This design comes from an exercise in tuning for small area, a short achievable clock period and few clock cycles per item on the open sky130 flow, not from production work. Where RTL was checked, it was by simulation tests only, not by an equivalence proof against the original. No activity file was given, so power comes from the tool's default toggle rates.

==> maple: inputs <==
## HW3_FPMUL_754SP
module HW3_FPMUL_754SP(Clk, Rst, St, FPmplier, FPmcand, Done, Ovf, Unf, FPproduct);
	input Clk, Rst, St;
	input [31:0] FPmplier, FPmcand;
	output [31:0] FPproduct;
	output Ovf, Unf;
	output reg Done;
	reg [34:0] rx, ry;
	reg rcin, rzero, rs;
	reg [8:0] re0;
	wire one1;
	wire two2;
	wire neg3;
	wire bp4;
	wire bp5;
	wire bp6;
	wire bp7;
	wire bp8;
	wire bp9;
	wire bp10;
	wire bp11;
	wire bp12;
	wire bp13;
	wire bp14;
	wire bp15;
	wire bp16;
	wire bp17;
	wire bp18;
	wire bp19;
	wire bp20;
	wire bp21;
	wire bp22;
	wire bp23;
	wire bp24;
	wire bp25;
	wire bp26;
	wire bp27;
	wire bp28;
	wire ns29;
	wire one30;
	wire two31;
	wire neg32;
	wire bp33;
	wire bp34;
	wire bp35;
	wire bp36;
	wire bp37;
	wire bp38;
	wire bp39;
	wire bp40;
	wire bp41;
	wire bp42;
	wire bp43;
	wire bp44;
	wire bp45;
	wire bp46;
	wire bp47;
	wire bp48;
	wire bp49;
	wire bp50;
	wire bp51;
	wire bp52;
	wire bp53;
	wire bp54;
	wire bp55;
	wire bp56;
	wire bp57;
	wire ns58;
	wire one59;
	wire two60;
	wire neg61;
	wire bp62;
	wire bp63;
	wire bp64;
	wire bp65;
	wire bp66;
	wire bp67;
	wire bp68;
	wire bp69;
	wire bp70;
	wire bp71;
	wire bp72;
	wire bp73;
	wire bp74;
	wire bp75;
	wire bp76;
	wire bp77;
	wire bp78;
	wire bp79;
	wire bp80;
	wire bp81;
	wire bp82;
	wire bp83;
	wire bp84;
	wire bp85;
	wire bp86;
	wire ns87;
	wire one88;
	wire two89;
	wire neg90;
	wire bp91;
	wire bp92;
	wire bp93;
	wire bp94;
	wire bp95;
	wire bp96;
	wire bp97;
	wire bp98;
	wire bp99;
	wire bp100;
	wire bp101;
	wire bp102;
	wire bp103;
	wire bp104;
	wire bp105;
	wire bp106;
	wire bp107;
	wire bp108;
	wire bp109;
	wire bp110;
	wire bp111;
	wire bp112;
	wire bp113;
	wire bp114;
	wire bp115;
	wire ns116;
	wire one117;
	wire two118;
	wire neg119;
	wire bp120;
	wire bp121;
	wire bp122;
	wire bp123;
	wire bp124;
	wire bp125;
	wire bp126;
	wire bp127;
	wire bp128;
	wire bp129;
	wire bp130;
	wire bp131;
	wire bp132;
	wire bp133;
	wire bp134;
	wire bp135;
	wire bp136;
	wire bp137;
	wire bp138;
	wire bp139;
	wire bp140;
	wire bp141;
	wire bp142;
	wire bp143;
	wire bp144;
	wire ns145;
	wire one146;
	wire two147;
	wire neg148;
	wire bp149;
	wire bp150;
	wire bp151;
	wire bp152;
	wire bp153;
	wire bp154;
  ...
export LEC_CHECK = 0
export CAP_MARGIN = 20
export CORE_MARGIN = 2
export CORE_UTILIZATION = 40
export SETUP_SLACK_MARGIN = 2
export SLEW_MARGIN = 20
export SYNTH_HIERARCHICAL = 1
export SYNTH_MINIMUM_KEEP_SIZE = 0
create_clock -name core_clock -period 8.6 [get_ports {Clk}]
run.sh (not shown) runs the stock make flow with config.mk's settings and CLKGATE_MAP_FILE= SYNTH_SCRIPT=/design/flow/synth_recipe.tcl, a recipe that flattens the netlist after the stock synthesis.
==> ember: changes against maple <==
--- a/flow/config.mk
+++ b/flow/config.mk
@@ -10,3 +10,3 @@
 export CORE_UTILIZATION = 40
-export SETUP_SLACK_MARGIN = 2
+export SETUP_SLACK_MARGIN = 0
 export SLEW_MARGIN = 20
==> summary of the runs <==
In global-route usage, maple and ember do not differ.
Final cell count is the same in maple and ember.
Non-clock buffer count is the same in maple and ember.
Sequential power is about the same in ember and maple.
Of maple and ember, ember has the higher first-iteration DRC count (gap about 2%, measured against ember).
In cell area, maple and ember hardly differ.
Total power is about the same in ember and maple.
Synthesized area is the same in ember and maple.
Combinational power is about the same in ember and maple.
Wire length: maple is higher than ember (about 0.2%).
==> figures <==
Status: maple complete, no violations; ember complete, no violations
Worst path buffer plus inverter count: maple 2; ember 1
Post-layout utilization of the core: maple 0.451; ember 0.450
Final period utilization: maple 0.755; ember 0.773
Worst-Margin Slew: maple 1.14 ns; ember 1.15 ns
Maximum single-stage delay on the critical path: maple 0.97 ns; ember 1.07 ns
Max-slew headroom: maple 0.236; ember 0.233
Proportion of cell area occupied by registers: maple 0.0916; ember 0.0918
Largest fanout on the critical path: maple 17; ember 24
Average wire per cell in the routed design: maple 23.6 microns; ember 23.6 microns
Fin crit period: maple 6.49 ns; ember 6.64 ns
Via density per instance: maple 6.03; ember 6.01
Clock power frac: maple 0.054; ember 0.053
Proportion of total power due to net switching: maple 0.485; ember 0.485
PD cells: maple 420 nW/um^2; ember 421 nW/um^2
# fillers: maple 3806; ember 3811
Area of combinational cells with multiple inputs: maple 13600 sq um; ember 13600 sq um
Start point of the critical path: maple FPmcand[0]; ember FPmcand[13]
Design Power: maple 7.53 mW; ember 7.53 mW
Wire length on met3: maple 4.91 mm; ember 4.92 mm
Critical Path Sink: maple ry[11]; ember ry[16]
Area delta synth->final: maple 11.2%; ember 11.0%
Testbench counts of maple, summed over its fixed seeds: cycles 12,000, ops 12,000.
Testbench counts of ember, summed over its fixed seeds: cycles 12,000, ops 12,000.

========
==> inputs of 10-07 <==
Another version of the RTL of HW3_FPMUL_754SP (not shown whole).
export LEC_CHECK = 0
export CAP_MARGIN = 20
export CORE_MARGIN = 2
export CORE_UTILIZATION = 40
export SETUP_SLACK_MARGIN = 3.5
export SLEW_MARGIN = 20
export SYNTH_HIERARCHICAL = 1
export SYNTH_MINIMUM_KEEP_SIZE = 0
create_clock -name core_clock -period 8.6 [get_ports {Clk}]
standard.sh (not shown) runs the stock make flow with config.mk's settings and CLKGATE_MAP_FILE= SYNTH_SCRIPT=/design/flow/synth_recipe.tcl, a recipe that flattens the netlist after the stock synthesis.
==> flow/flow/run.sh <==
#!/bin/bash
set -euo pipefail
export BUFFER_PORTS_ARGS="-buffer_cell sky130_fd_sc_hd__buf_1"
bash standard.sh > standard.log 2>&1
==> 08-09: changes against 10-07 <==
SETUP_SLACK_MARGIN = 4   (was 3.5)
==> comparison <==
In synthesized area, 10-07 and 08-09 do not differ. In 10-07 the first-iteration DRC count is larger than in 08-09, by 4.0%. Routed wire length: 10-07 is lower than 08-09 (6.0%). Between 10-07 and 08-09, the lower sequential share of layout area is in 08-09 (gap 0.48 points). In 08-09 the via count is larger than in 10-07, by 4.1%. In synthesized cell count, 10-07 and 08-09 do not differ. Of 10-07 and 08-09, 10-07 has the higher worst hold slack (gap 3.8 ps). Fmax: 08-09 is larger than 10-07 (0.71%). Against 08-09, the non-clock buffer count of 10-07 is lower by 46.
==> figures <==
| metric | 10-07 | 08-09 |
|---|---|---|
| Power per standard cell area | 436 nW/um2 | 453 nW/um2 |
| Sequential fraction of design power | 10.0% | 9.0% |
| Relative area change from synthesis to final layout | 31.4% | 40.9% |
| DR iter-0 viols | 1,854 | 1,782 |
| Max incr delay on CP | 590 ps | 600 ps |
| Internal | 4.77 mW | 5.43 mW |
| Leakage power total | 7.82 nW | 8.43 nW |
| Via-per-instance ratio | 6.27 | 6.38 |
| Fillers | 3,384 | 3,217 |
| Number of buffers other than clock buffers in the final layout | 301 | 347 |
| P_comb | 7.90 mW | 8.96 mW |
| Antenna Diode Count | 0 | 2 |
| Cell area after layout | 21,200 um2 | 22,700 um2 |
| Data arrival, critical path | 5640 ps | 5590 ps |
| Sw Pwr | 4.45 mW | 4.85 mW |
| Layout inverter count without the clock tree | 67 | 68 |
| Run status | finished clean | finished clean |
| Estimated wirelength of the detail-placed design | 38.3 mm | 38.7 mm |
| VDD IR max | 0.317 mV | 0.389 mV |
| Post-Place Cells | 2,158 | 2,159 |
Function was not checked in any run of this note: the RTL went through the layout flow alone.

[re-timing with driven ports]
No port has a modelled driver above. Below, the same layouts with a new extraction and two added sets of constraints. Step 1 sets driving cells, clkbuf_16 on the clock port and buf_2 on the other inputs (assumed; they add their load-dependent delay and slew). Step 2 adds t to the input delays and takes it off the output delays; t is the mean of the earliest and latest rising clock arrival at the registers after step 1. Input paths then give back, and output paths get back, about the clock's delay inside the block. Slacks: no drivers / after step 1 / after step 2; pairs: no drivers / after step 1.
run | t (ns) | slack for setup (ns) | worst setup path after step 2 | worst slew at a driven data input, ns
maple | 0.421 | 2.111 / 2.135 / 1.713 | input to register | 0.05
ember | 0.421 | 1.955 / 1.965 / 1.544 | input to register | 0.05
10-07 | 0.425 | 3.232 / 3.237 / 2.812 | input to register | 0.07
08-09 | 0.431 | 3.270 / 3.293 / 2.862 | input to register | 0.08
After both steps setup and hold are still met in every run listed. The setup slack of 10-07, which loses most, moves by +0.005 ns with the drivers and by -0.420 ns with both steps.
